From an optimization exercise on the open Yosys and OpenROAD flow, aimed at a short achievable clock period and few clock cycles; shortcuts taken in it are not production practice. In this exercise RTL edits were held to simulation tests only and were not proved equivalent to the original. Power figures rest on the tool's default switching activity, not on a simulated workload.

<file path="flow/run.sh">
#!/bin/bash
# synth_recipe.tcl (not shown) runs the flow's synth.tcl, then flattens the netlist and writes it again
# the make line also repeats each setting of config.mk as NAME=value (left out here)
make -C /OpenROAD-flow-scripts/flow DESIGN_CONFIG=/design/flow/config.mk WORK_HOME=/design/flow/orfs CLKGATE_MAP_FILE= SYNTH_SCRIPT=/design/flow/synth_recipe.tcl finish
</file>
<file path="flow/config.mk">
export PLATFORM = sky130hd
export DESIGN_NAME = simple_proc
export DESIGN_NICKNAME = simple_proc
export VERILOG_FILES = /design/flow/design.v
export SDC_FILE = /design/flow/constraint.sdc
export NUM_CORES = 4
export LEC_CHECK = 0
export CAP_MARGIN = 20
export CORE_MARGIN = 2
export CORE_UTILIZATION = 40
export SLEW_MARGIN = 20
</file>
<file path="flow/constraint.sdc">
create_clock -name core_clock -period 6.3 [get_ports {clk}]
set_input_delay 1.2600 -clock core_clock [delete_from_list [all_inputs] [get_ports {clk}]]
set_output_delay 1.2600 -clock core_clock [all_outputs]
set_load 0.01 [all_outputs]
</file>
<file path="flow/design.v">
module proc_core (clk, resetn, sw, mem_rdata, mem_addr, mem_wdata, mem_we,
                  led, hex0, hex1, hex2, hex3, hex4, hex5, hex6);
	input clk, resetn;
	input [15:0] sw;
	input [15:0] mem_rdata;
	output [11:0] mem_addr;
	output [15:0] mem_wdata;
	output mem_we;
	output reg [15:0] led;
	output reg [6:0] hex0, hex1, hex2, hex3, hex4, hex5, hex6;
	reg s_instr, s_imm, s_ld, s_jmpg;
	reg [15:0] R0, R1, R2, R3, R4, R5, R6;
	reg [15:0] fa;           
	reg [15:0] G;
	reg gnz;
	reg [2:0] dx;            
	wire [15:0] pc = fa + 16'd1;
	wire [15:0] w = mem_rdata;
	wire [2:0] op = w[15:13];
	wire [2:0] X = w[12:10];
	wire [2:0] Y = w[9:7];
	reg [15:0] RX, RY;
	always @(*) begin
		case (X)
			3'd0: RX = R0; 3'd1: RX = R1; 3'd2: RX = R2; 3'd3: RX = R3;
			3'd4: RX = R4; 3'd5: RX = R5; 3'd6: RX = R6; default: RX = pc;
		endcase
		case (Y)
			3'd0: RY = R0; 3'd1: RY = R1; 3'd2: RY = R2; 3'd3: RY = R3;
			3'd4: RY = R4; 3'd5: RY = R5; 3'd6: RY = R6; default: RY = pc;
		endcase
	end
	wire [7:0] reg0 = {pc[15:12] == 4'h0, R6[15:12] == 4'h0, R5[15:12] == 4'h0, R4[15:12] == 4'h0,
	                   R3[15:12] == 4'h0, R2[15:12] == 4'h0, R1[15:12] == 4'h0, R0[15:12] == 4'h0};
	wire [7:0] reg4 = {pc[15:12] == 4'h4, R6[15:12] == 4'h4, R5[15:12] == 4'h4, R4[15:12] == 4'h4,
	                   R3[15:12] == 4'h4, R2[15:12] == 4'h4, R1[15:12] == 4'h4, R0[15:12] == 4'h4};
	wire [7:0] reg1 = {pc[15:12] == 4'h1, R6[15:12] == 4'h1, R5[15:12] == 4'h1, R4[15:12] == 4'h1,
	                   R3[15:12] == 4'h1, R2[15:12] == 4'h1, R1[15:12] == 4'h1, R0[15:12] == 4'h1};
	wire [7:0] reg2 = {pc[15:12] == 4'h2, R6[15:12] == 4'h2, R5[15:12] == 4'h2, R4[15:12] == 4'h2,
	                   R3[15:12] == 4'h2, R2[15:12] == 4'h2, R1[15:12] == 4'h2, R0[15:12] == 4'h2};
	wire x7 = (X == 3'd7);
	wire i_mv   = s_instr & ((op == 3'd0) | ((op == 3'd6) & gnz));
	wire i_mvi  = s_instr & (op == 3'd1);
	wire i_alu  = s_instr & ((op == 3'd2) | (op == 3'd3));
	wire i_ld   = s_instr & (op == 3'd4);
	wire i_st   = s_instr & (op == 3'd5);
	wire ld_sw  = i_ld & reg4[Y];
	wire ld_mem = i_ld & ~reg4[Y];
	wire st_mem = i_st & reg0[Y];
	wire st_led = i_st & reg1[Y];
	wire st_hex = i_st & reg2[Y];
	wire [15:0] alu = (op[0]) ? (RX - RY) : (RX + RY);
	wire use_ry   = (i_mv & x7) | ld_mem | st_mem;
	wire use_sw   = ld_sw & x7;
	wire use_rd   = (s_imm | s_ld) & (dx == 3'd7);
	wire [15:0] A = use_ry ? RY : use_sw ? sw : use_rd ? mem_rdata : s_jmpg ? G : pc;
	wire fetch = ~(ld_mem | st_mem);
	assign mem_addr = A[11:0];
	assign mem_wdata = RX;
	assign mem_we = st_mem;
	always @(posedge clk) begin
		if (~resetn) begin
			s_instr <= 1'b0;
			s_imm <= 1'b0;
			s_ld <= 1'b0;
			s_jmpg <= 1'b0;
			fa <= 16'hffff;
		end else begin
			s_instr <= ~(i_mvi | ld_mem | st_mem | (i_alu & x7));
			s_imm <= i_mvi;
			s_ld <= ld_mem;
			s_jmpg <= i_alu & x7;
			if (fetch & ~(i_alu & x7))
				fa <= A;
		end
	end
	wire wr_i = (i_mv | i_alu | ld_sw) & ~x7;
	wire [15:0] wd_i = i_alu ? alu : ld_sw ? sw : RY;
	wire wr_d = (s_imm | s_ld) & (dx != 3'd7);
	always @(posedge clk) begin
		if (i_mvi | ld_mem)
			dx <= X;
		if (i_alu) begin
			G <= alu;
			gnz <= (alu != 16'd0);
		end
		if (wr_i) begin
			case (X)
				3'd0: R0 <= wd_i; 3'd1: R1 <= wd_i; 3'd2: R2 <= wd_i; 3'd3: R3 <= wd_i;
				3'd4: R4 <= wd_i; 3'd5: R5 <= wd_i; 3'd6: R6 <= wd_i; default: ;
			endcase
		end
		if (wr_d) begin
			case (dx)
				3'd0: R0 <= mem_rdata; 3'd1: R1 <= mem_rdata; 3'd2: R2 <= mem_rdata; 3'd3: R3 <= mem_rdata;
				3'd4: R4 <= mem_rdata; 3'd5: R5 <= mem_rdata; 3'd6: R6 <= mem_rdata; default: ;
			endcase
		end
	end
	always @(posedge clk) begin
		if (~resetn) begin
			led <= 16'd0;
			hex0 <= 7'd0; hex1 <= 7'd0; hex2 <= 7'd0; hex3 <= 7'd0;
			hex4 <= 7'd0; hex5 <= 7'd0; hex6 <= 7'd0;
		end else begin
			if (st_led)
				led <= RX;
			if (st_hex) begin
				case (RY[2:0])
					3'd0: hex0 <= RX[6:0]; 3'd1: hex1 <= RX[6:0]; 3'd2: hex2 <= RX[6:0];
					3'd3: hex3 <= RX[6:0]; 3'd4: hex4 <= RX[6:0]; 3'd5: hex5 <= RX[6:0];
					3'd6: hex6 <= RX[6:0]; default: ;
				endcase
			end
		end
	end
endmodule
module simple_proc (clk, resetn, sw, mem_rdata, mem_addr, mem_wdata, mem_we,
                    led, hex0, hex1, hex2, hex3, hex4, hex5, hex6);
	input clk, resetn;
	input [15:0] sw;
	input [15:0] mem_rdata;
	output [11:0] mem_addr;
	output [15:0] mem_wdata;
	output mem_we;
	output [15:0] led;
	output [6:0] hex0, hex1, hex2, hex3, hex4, hex5, hex6;
	proc_core core (.clk(clk), .resetn(resetn), .sw(sw), .mem_rdata(mem_rdata),
	                .mem_addr(mem_addr), .mem_wdata(mem_wdata), .mem_we(mem_we),
	                .led(led), .hex0(hex0), .hex1(hex1), .hex2(hex2), .hex3(hex3),
	                .hex4(hex4), .hex5(hex5), .hex6(hex6));
endmodule
</file>
==> impl_metrics.toml <==
[cts]
htreeDepth = 1
insertion_delay_ns = 0.54
path_clk_slew_ns = 0.06
post_cts_buffers = 0
cts_tree = "yes"
ctsResizeCount = 0
clk_path_buf_depth = 3
cts.sinks = 217
cts_hold_buffers = 0
cts_buffers = 26
cts-root-buf = "clkbuf_16"

[finish]
nets = 1815
syn2layout_area_growth_pct = 20.0
layout-drive-gt1-share = 0.114
design_area_mm2 = 0.0162
final_cell_count_no_fill = 2225
final_util = 0.485

[logic_synthesis]
synth_area_leaders = "dfxtp_1 29%, nand3_1 8.3%, nand2_1 6.7%"
ys.flop_type = "dfxtp_1"
yosys.area_share.simple = 0.251
synth_top_family_by_area = "simple AND/OR/NAND/NOR gates"
synth_edf_count = 20
avgSynthCellArea_um2 = 8.08
syn-num-nets = 1726
synth_xor_area_frac = 0.0265
ys_seq_area_frac = 0.337
syn_inst = 1668
yosysTopAreaCell = "dfxtp_1"
synth_seq_cells = 217
synth_adder_area_share = 0.0228
synthesis.area_mm2 = 0.0135
synth-compound-area-share = 0.187
ys_types = 89
async_reset_ff_frac = 0
synth_top_area_frac = 0.293
synth_mux_area_frac = 0.116
yosys-top-cells-count = "241 x nand2_1, 223 x nand3_1, 197 x dfxtp_1, 97 x o21ai_0, 93 x nor2_1"
ys_warn_count = 1
synth_most_common_cell = "nand2_1"

[global_routing]
grt_pass1_vias = 12400
grt_max_degree = 63
antenna_found_initial = 3
grt_overflow = 0
grt_pass1_wl_mm = 79.1
track_usage = 0.290

[min_path]
hp-start = "core.hex1[3]"
min_to = "core.hex1[3]"
whs_path_depth = 2
hold_class = "reg -> reg"

[placed_design]
dp_hpwl_mm = 39.6
port_buffers = 127
gp_congestion = 0.985
placed_cells = 2177
place_ws_ns = 0.202
dpl_cell_area_mm2 = 0.0153

[timing]
fin_setup_tns_ns = 0
period_share = 0.941
layout_setup_ws_ns = 0.372
slew_headroom = 0.283
worstMarginPinSlew_ns = 1.07
slew_violations = 0
hold_violations = 0
fmax_mhz = 169
clock_skew_ns = 0.0152
period_minus_slack_ns = 5.93
rsz0062_at_grt = "false"
setup_viol = 0
hold_ws_ns = 0.454

[power_and_ir_drop]
p_leak_nw = 6.15
p_total_mw = 6.61
power_density_mw_per_mm2 = 409
max-vdd-ir-drop_mv = 0.203

[floorplanning]
io_pins = 128
die_area_mm2 = 0.0352
coreArea_mm2 = 0.0334
start_util = 0.404
die-width_um = 188
die-height_um = 188
rows = 67

[critical_path]
path_class = "in -> out"
start_kind = "input port"
cp.arrival_ns = 4.67
r2r_cells = 18
reg2reg_setup_slack_ns = 1.24
r2r-start = "core.fa[1]"
end_kind = "output pin"
cp_data_required_time_ns = 5.04
cp_max_fo = 32
r2r_end = "core.gnz"

[flow_run]
max_cap_violations = 0

[detailed_routing]
firstDrtPassIters = 6
via_per_inst = 6.14
postRouteAntennaNets = 0
drcViolationCount = 0
route.vias.total = 13700
wl_per_cell_um = 23.7
finalWirelength_mm = 52.7
drt_iter0_drc = 1667

[outcome]
run_status = "no timing/DRC/antenna violations"
[kinds of logic after synthesis]
logic type,after synthesis
simple gates,701
flops,217
mux,128
fa+ha+maj,24
xor+xnor,39
buf+inv,182
compound gates,377
[cell type report]
type	count	area, um2
diodes	1	2.50
clock buffers	42	825
clock inverters	5	57.6
fillers	3259	17200
inverters	32	120
multi-input cells	1269	8170
flip-flops and latches	217	4540
well taps	448	561
repair buffers	211	1900
[critical path, cell delays in order]
cell             delay (ns)
buf_2                  0.23
buf_4                  0.21
buf_4                  0.39
a311oi_1               0.10
a211oi_1               0.35
a31oi_1                0.13
or3_1                  0.48
nand3_1                0.10
buf_4                  0.29
mux2i_1                0.47
clkdlybuf4s50_1        0.62
[how the worst max path moves through the flow]
| stage | startpoint | slack [ns] | to | cells past startpoint |
|---|---|---|---|---|
| floorplan | mem_rdata[8] | 0.36 | core.gnz | 21 |
| CTS | mem_rdata[7] | 0.48 | mem_addr[3] | 11 |
| global route | mem_rdata[7] | 0.33 | mem_addr[3] | 11 |
| finish | mem_rdata[7] | 0.37 | mem_addr[3] | 11 |
| detailed placement | mem_rdata[7] | 0.20 | core.gnz | 20 |
| global placement | mem_rdata[8] | 0.27 | core.R1[13] | 19 |
[layer usage]
layer  up-vias  GRT usage  wire (um)
li1       6284          -          -
met1      6569      0.425      23500
met2       748      0.422      22200
met3        71     0.0756       5890
met4         0     0.0690       1110
met5         -          0          0
[registers in the layout (all words and copies together) (netlist names), 3 cells and up]
name and flops:
core.R0 16, core.hex6 7, core.hex1 7, core.hex2 7, core.hex4 7, core.hex0 7
core.R5 16, core.hex5 7, core.R1 16, core.R3 16, core.hex3 7, core.R4 16
core.R2 16, core.fa 16, core.led 16, core.dx 3, core.G 16, core.R6 16
[layout by cell type (no fill, tap or decap), types with 7 or more instances in the layout]
master           instances
a22oi_1                 28
o21ai_1                 17
nand3_1                223
o221ai_1                12
nand4b_1                 7
nand2b_1                10
ha_1                    23
a31oi_1                 20
mux4_2                  20
clkbuf_16               29
nor2b_1                  8
xor2_1                  15
dfxtp_1                197
clkbuf_1                 8
nor4b_1                  8
o22a_1                  17
xnor2_1                 22
mux2_2                  16
a21oi_1                 64
inv_1                   30
o41ai_1                  7
nor4_1                   7
mux2i_1                 88
buf_4                   82
o211ai_1                22
nor3_1                  20
and3_1                  29
nand2_1                241
clkdlybuf4s50_1        121
edfxtp_1                20
a221oi_1                12
nor2_1                  93
o21ai_0                 96
a211oi_1                11
[where the power goes]
group          total [mW]  internal, mW  switching, mW
Sequential           2.20          1.77          0.430
Combinational        2.85          1.22           1.63
Clock                1.55         0.934          0.621
Testbench counts, summed over its fixed seeds: cycles 35,721.

static timing again, ports no longer ideal:
How much do the figures lean on ideal ports? The routed layout below was timed once more, with nothing changed but the port constraints. Step 1, drivers: a clkbuf_16 drives clk and a buf_2 each remaining input, both assumed. Step 2 times the ports against the registers' clock, not the clock port: input delays grow and output delays shrink by t, the midpoint of the rising clock arrivals with the driver on. Slacks: ideal / step 1 / step 2; pairs: ideal / step 1.
t (ns): 0.583
setup WS [ns]: 0.372 / 0.292 / 0.048
slew at the worst register clock pin (ns): 0.07 / 0.07
After both steps setup and hold are still met in this run. The setup slack of this run moves by -0.080 ns with the drivers and by -0.324 ns with both steps.
